What follows belongs to an exercise in optimizing a design on an open flow for small area, a short achievable clock period and few clock cycles; a production flow would make more cautious choices. Function was checked by simulation only, so behaviour that the tests miss may differ from the original.

==> 01-20: inputs <==
==> flow/design.v (excerpt) <==
module bitcoin_hash1(
input logic          clk, reset_n, start,
input logic   [15:0] message_addr, output_addr,
output logic          done, mem_we,
output logic   [15:0] mem_addr,
output logic   [31:0] mem_write_data,
input logic   [31:0] mem_read_data);
localparam logic [31:0] IV0 = 32'h6a09e667, IV1 = 32'hbb67ae85,
                        IV2 = 32'h3c6ef372, IV3 = 32'ha54ff53a,
                        IV4 = 32'h510e527f, IV5 = 32'h9b05688c,
                        IV6 = 32'h1f83d9ab, IV7 = 32'h5be0cd19;
function automatic logic [31:0] sha256_k(input logic [5:0] i);
  case (i)
    6'd0: sha256_k = 32'h428a2f98;
    6'd1: sha256_k = 32'h71374491;
    6'd2: sha256_k = 32'hb5c0fbcf;
    6'd3: sha256_k = 32'he9b5dba5;
    6'd4: sha256_k = 32'h3956c25b;
    6'd5: sha256_k = 32'h59f111f1;
    6'd6: sha256_k = 32'h923f82a4;
    6'd7: sha256_k = 32'hab1c5ed5;
    6'd8: sha256_k = 32'hd807aa98;
    6'd9: sha256_k = 32'h12835b01;
    6'd10: sha256_k = 32'h243185be;
    6'd11: sha256_k = 32'h550c7dc3;
    6'd12: sha256_k = 32'h72be5d74;
    6'd13: sha256_k = 32'h80deb1fe;
    6'd14: sha256_k = 32'h9bdc06a7;
    6'd15: sha256_k = 32'hc19bf174;
    6'd16: sha256_k = 32'he49b69c1;
    6'd17: sha256_k = 32'hefbe4786;
    6'd18: sha256_k = 32'h0fc19dc6;
    6'd19: sha256_k = 32'h240ca1cc;
  ...
clock: 8.0 ns
lec_check: 0
abc_area: 0
cap_margin: 20
core_margin: 2
core_utilization: 40
setup_slack_margin: 4.5
slew_margin: 20
standard.sh (not shown) runs the stock make flow with config.mk's settings and CLKGATE_MAP_FILE= SYNTH_SCRIPT=/design/flow/synth_recipe.tcl, a recipe that flattens the netlist after the stock synthesis.
==> flow/flow/run.sh <==
#!/bin/bash
# Own layout flow: the standard ORFS flow (standard.sh) with the changes
# described in flow/patch_synth.py. Flow settings and constraints are the standard flow's.
set -euo pipefail
python3 flow/patch_synth.py > patch_synth.log 2>&1
bash standard_x.sh finish > flow_make.log 2>&1
==> flow/flow/make_vars.txt <==
ADDER_MAP_FILE=
CTS_ARGS=-sink_clustering_enable -repair_clock_nets -dont_use_dummy_load -buf_list sky130_fd_sc_hd__clkbuf_8
==> flow/flow/patch_synth.py <==
# Writes synth_x.tcl, synth_recipe_x.tcl and standard_x.sh in the work folder:
# the standard flow (standard.sh, synth_recipe.tcl, ORFS synth.tcl) with these
# changes, all in how the layout is made:
#  - ABC runs flow/abc.script instead of the ORFS script (if that file exists);
#  - the make variables in flow/make_vars.txt (one NAME=value per line) are added
#    to standard.sh's make command (e.g. no adder-cell extraction, clock-tree options).
# Registers, the synth -nofsm -noshare calls, flattening and renaming are the standard flow's.
import os, shlex
work = os.getcwd()
flow_home = os.environ["FLOW_HOME"]
abc = os.path.join(work, "flow", "abc.script")
s = open(os.path.join(flow_home, "scripts", "synth.tcl")).read()
if os.path.exists(abc):
    old = "  log_cmd abc {*}$abc_args\n"
    assert s.count(old) == 1, "abc line not found"
    s = s.replace(old, """  set i [lsearch -exact $abc_args -script]
  set abc_args [lreplace $abc_args [expr {$i+1}] [expr {$i+1}] %s]
  log_cmd abc {*}$abc_args
""" % abc)
open(os.path.join(work, "synth_x.tcl"), "w").write(s)
b = open(os.path.join(work, "synth_recipe.tcl")).read()
old = "source $::env(SCRIPTS_DIR)/synth.tcl"
assert b.count(old) == 1, "synth.tcl source line not found"
open(os.path.join(work, "synth_recipe_x.tcl"), "w").write(b.replace(old, "source " + os.path.join(work, "synth_x.tcl")))
t = open(os.path.join(work, "standard.sh")).read()
old = "SYNTH_SCRIPT=" + os.path.join(work, "synth_recipe.tcl")
assert t.count(old) == 1, "SYNTH_SCRIPT not found in standard.sh"
t = t.replace(old, "SYNTH_SCRIPT=" + os.path.join(work, "synth_recipe_x.tcl"))
mv = os.path.join(work, "flow", "make_vars.txt")
extra = " ".join(shlex.quote(l.strip()) for l in open(mv) if l.strip()) if os.path.exists(mv) else ""
old = "CLKGATE_MAP_FILE= "
assert t.count(old) == 1, "make line not found in standard.sh"
open(os.path.join(work, "standard_x.sh"), "w").write(t.replace(old, old + extra + " "))
==> 12-09 (differences from 01-20) <==
--- a/flow/design.v
+++ b/flow/design.v
@@ -92,11 +92,11 @@
 always_comb begin
   phase_n = phase;
   cnt_n = cnt + 8'd1;
   case (phase)
     PH_IDLE: begin cnt_n = 8'd0; if (start) phase_n = PH_B1; end
-    PH_B1:   if (cnt == 8'd92) begin phase_n = PH_N; cnt_n = 8'd0; end
+    PH_B1:   if (cnt == 8'd86) begin phase_n = PH_N; cnt_n = 8'd0; end
     default: if (cnt == 8'd135) cnt_n = 8'd0;
              else if (cnt == 8'd132 && last_n) phase_n = PH_IDLE;
   endcase
 end
 typedef struct packed {
@@ -120,22 +120,22 @@
   k.ivin   = (b1 && c >= 8'd8 && c <= 8'd11) || (nn && c >= 8'd64 && c <= 8'd67);
   k.ivk    = b1 ? 2'(c - 8'd8) : 2'(c - 8'd64);
   k.t12    = b1 && c >= 8'd76 && c <= 8'd83;
   k.t12f   = b1 && c >= 8'd77 && c <= 8'd84;
   k.t12k   = 3'(c - 8'd77);
-  k.t2     = (b1 && c >= 8'd89) || (nn && c >= 8'd132);
+  k.t2     = (b1 && c >= 8'd83) || (nn && c >= 8'd132);
   k.fixon  = nn && c >= 8'd66 && c <= 8'd73;
   k.fixt   = 2'(c - 8'd66);
   k.wload  = nn && c == 8'd64;
   k.h2last = nn && c == 8'd130;
   k.tsel   = 3'd0;
   if (b1) begin
     if (c >= 8'd1 && c <= 8'd16) k.tsel = 3'd2;
     else if (c >= 8'd17 && c <= 8'd64) k.tsel = 3'd1;
-    else if (c >= 8'd82 && c <= 8'd84) k.tsel = 3'd2;
-    else if (c == 8'd85) k.tsel = 3'd3;
-    else if (c == 8'd86) k.tsel = 3'd4;
+    else if (c >= 8'd76 && c <= 8'd78) k.tsel = 3'd2;
+    else if (c == 8'd79) k.tsel = 3'd3;
+    else if (c == 8'd80) k.tsel = 3'd4;
   end else begin
     if (c == 8'd4) k.tsel = 3'd5;
     else if (c >= 8'd5 && c <= 8'd52) k.tsel = 3'd1;
     else if (c == 8'd65) k.tsel = 3'd4;
     else if (c == 8'd72) k.tsel = 3'd6;
@@ -170,24 +170,24 @@
     3'd5: tail = 32'd640;
     3'd6: tail = 32'd256;
     default: tail = 32'd0;
   endcase
 end
-logic [31:0] rtap;
-always_comb begin
-  case (fixt)
-    2'd0: rtap = r[1]; 2'd1: rtap = r[7]; 2'd2: rtap = r[5]; default: rtap = r[3];
-  endcase
-end
-logic [31:0] ivc;
-always_comb begin
-  case (t12k)
-    3'd0: ivc = IV3; 3'd1: ivc = IV2; 3'd2: ivc = IV1; 3'd3: ivc = IV0;
-    3'd4: ivc = IV7; 3'd5: ivc = IV6; 3'd6: ivc = IV5; default: ivc = IV4;
-  endcase
-end
-wire [31:0] h1out = w[7] + (t12f ? ivc : rtap);
+logic [31:0] addend;
+always_ff @(posedge clk) begin
+  if (ct_n.t12f) begin
+    case (ct_n.t12k)
+      3'd0: addend <= IV3; 3'd1: addend <= IV2; 3'd2: addend <= IV1; 3'd3: addend <= IV0;
+      3'd4: addend <= IV7; 3'd5: addend <= IV6; 3'd6: addend <= IV5; default: addend <= IV4;
+    endcase
+  end else begin
+    case (ct_n.fixt)
+      2'd0: addend <= r[0]; 2'd1: addend <= r[6]; 2'd2: addend <= r[4]; default: addend <= r[2];
+    endcase
+  end
+end
+wire [31:0] h1out = w[7] + addend;
 function automatic logic [31:0] kconst(input logic last, input logic [5:0] i);
   if (last && i == 6'd63) kconst = 32'h307b5f59;
   else kconst = sha256_k(i);
 endfunction
 logic [5:0]  kidx_n;
@@ -205,24 +205,46 @@
 wire [31:0] zc  = ((ys & yc) | (ys & maj) | (yc & maj)) << 1;
 wire [31:0] es  = xs ^ xc ^ D;
 wire [31:0] ec  = ((xs & xc) | (xs & D) | (xc & D)) << 1;
 wire [31:0] A_rnd = zs + zc;
 wire [31:0] E_rnd = es + ec;
+function automatic logic [15:0] pick_a(input logic [1:0] s, input logic [15:0] x0, x1, x2, x3);
+  case (s)
+    2'd0: pick_a = x0; 2'd1: pick_a = x1; 2'd2: pick_a = x2; default: pick_a = x3;
+  endcase
+endfunction
+function automatic logic [15:0] pick_e(input logic [1:0] s, input logic [15:0] x0, x1, x3);
+  case (s)
+    2'd0: pick_e = x0; 2'd1: pick_e = x1; default: pick_e = x3;
+  endcase
+endfunction
+wire        idle_n = (phase_n == PH_IDLE);
+wire [1:0]  acode  = ct_n.t2 ? 2'd2 : ct_n.t12 ? 2'd1 : ct_n.ivin ? 2'd3 : 2'd0;
+wire [1:0]  ecode  = (ct_n.t12 || ct_n.t2) ? 2'd1 : ct_n.ivin ? 2'd3 : 2'd0;
+logic [1:0] asel_lo, asel_hi, esel_lo, esel_hi;
+logic       rld;
+always_ff @(posedge clk) begin
+  asel_lo <= acode;
+  asel_hi <= idle_n ? 2'd3 : acode;
+  esel_lo <= ecode;
+  esel_hi <= idle_n ? 2'd3 : ecode;
+  rld     <= ct_n.t12f || idle_n;
+end
 logic [31:0] ivA, ivE;
 always_comb begin
   case (ivk)
     2'd0: begin ivA = IV3; ivE = IV7; end
     2'd1: begin ivA = IV2; ivE = IV6; end
     2'd2: begin ivA = IV1; ivE = IV5; end
     default: begin ivA = IV0; ivE = IV4; end
   endcase
 end
 always_ff @(posedge clk) begin
-  if (t12)       begin A <= H;    E <= r[0];   end
-  else if (t2)   begin A <= r[4]; E <= r[0];   end
-  else if (ivin) begin A <= ivA;  E <= ivE;    end
-  else           begin A <= A_rnd; E <= E_rnd; end
+  A[15:0]  <= pick_a(asel_lo, A_rnd[15:0], H[15:0], r[2][15:0], ivA[15:0]);
+  A[31:16] <= pick_a(asel_hi, A_rnd[31:16], H[31:16], r[2][31:16], ivA[31:16]);
+  E[15:0]  <= pick_e(esel_lo, E_rnd[15:0], r[6][15:0], ivE[15:0]);
+  E[31:16] <= pick_e(esel_hi, E_rnd[31:16], r[6][31:16], ivE[31:16]);
   B <= A; C <= B; D <= C;
   F <= E; G <= F; H <= G;
   P <= (G ^ kval ^ w[6]) + (((G & kval) | (G & w[6]) | (kval & w[6])) << 1);
   for (int i = 0; i < 6; i++) w[i] <= w[i+1];
   w[6] <= fixon ? h1out : w[7];
@@ -233,23 +255,23 @@
   end else begin
     for (int i = 8; i < 15; i++) w[i] <= w[i+1];
     w[15] <= tail;
   end
   for (int i = 0; i < 7; i++) r[i] <= r[i+1];
-  r[7] <= t12f ? h1out : r[0];
+  r[7] <= rld ? h1out : r[0];
 end
 wire b1 = (phase == PH_B1);
 wire nn = (phase == PH_N);
-assign kidx_n = ((b1 && (cnt == 8'd10 || cnt == 8'd91)) || (nn && (cnt == 8'd66 || cnt == 8'd134))) ?
+assign kidx_n = ((b1 && (cnt == 8'd10 || cnt == 8'd85)) || (nn && (cnt == 8'd66 || cnt == 8'd134))) ?
                 6'd0 : kidx + 6'd1;
 always_ff @(posedge clk) begin
   cnt <= cnt_n;
   if (phase == PH_IDLE) n <= 4'd0;
   else if (nn && cnt == 8'd135) n <= n + 4'd1;
-  if (phase == PH_IDLE || (b1 && cnt == 8'd79) || (nn && cnt == 8'd122)) mem_addr <= message_addr;
+  if (phase == PH_IDLE || (b1 && cnt == 8'd73) || (nn && cnt == 8'd122)) mem_addr <= message_addr;
   else if (nn && cnt == 8'd130) mem_addr <= output_addr;
-  else mem_addr <= mem_addr + ((b1 && cnt == 8'd80) || (nn && cnt == 8'd123) ? 16'd16 :
+  else mem_addr <= mem_addr + ((b1 && cnt == 8'd74) || (nn && cnt == 8'd123) ? 16'd16 :
                                (nn && cnt == 8'd131) ? {12'd0, n} : 16'd1);
   kidx <= kidx_n;
 end
 assign mem_write_data = A;
 always_ff @(posedge clk, negedge reset_n) begin
==> flow/flow/abc.script (new file) <==
strash
dch
map -B 0.9
topo
stime -c
upsize -c
dnsize -c
==> flow/flow/make_vars.txt (replaced) <==
ADDER_MAP_FILE=
CTS_ARGS=-sink_clustering_enable -repair_clock_nets -dont_use_dummy_load -balance_levels -buf_list sky130_fd_sc_hd__clkbuf_8
Settings changed: ABC_AREA 0 to 1.
==> comparison table <==
quantity                                              01-20                   12-09
Clock tree buffer count of the final layout             187                     194
Combined area of the multi-input logic cells      34290 µm²               31350 µm²
Termination of the worst setup path           A[17]$_DFF_P_      mem_write_data[30]
Fraction of registers with async set/reset          0.3512%                 0.3410%
F_max                                             199.8 MHz               290.0 MHz
Yosys reg bits                                         1139                    1173
Kind of critical path                          flop to flop  flop to primary output
Wire length on met2                                93170 µm               115900 µm
Final setup skew                                   65.71 ps                154.1 ps
Worst-case reg-to-reg path depth                         17                      23
Number of core rows                                     135                     136
Multiplexer share of the synthesized area            8.003%                 0.2029%
Antenna violations before repair                         11                      17
Crit path arrival time                              5720 ps                 1850 ps
Result of the run                  timing/DRC/antenna clean  timing/DRC/antenna clean
Final Util                                           50.25%                  48.56%
Total Die Area                                   140200 µm²              141800 µm²
Startpoint of the worst setup timing path      E[6]$_DFF_P_           A[30]$_DFF_P_
Testbench counts of 01-20, summed over its fixed seeds: cycles 108,824.
Testbench counts of 12-09, summed over its fixed seeds: cycles 108,536.

separate check: timing with driven ports:
The results above use ideal ports. As a check the final layouts listed here were re-extracted and re-timed, cells and wires unchanged.
Step 1: set_driving_cell puts a clkbuf_16 on clk and a buf_2 on each other input, an assumption about the parent block.
Step 2 also shifts input and output timing later by t, the mid clock arrival at the registers, as if the neighbouring blocks saw the same clock.
Slacks: ideal ports / drivers / drivers and shift; pairs: ideal ports / drivers.
run | t, ns | setup WS [ns] | worst setup path after step 2 | worst slew at a driven data input, ns | pins driven straight from the clock port
01-20 | 0.959 | 2.994 / 2.994 / 2.994 | register to register | 0.06 | 1
12-09 | 0.975 | 4.552 / 4.475 / 3.984 | input to register | 0.04 | 1
After both steps every run listed still meets setup and hold. The setup slack of 12-09, which loses most, moves by -0.077 ns with the drivers and by -0.568 ns with both steps.
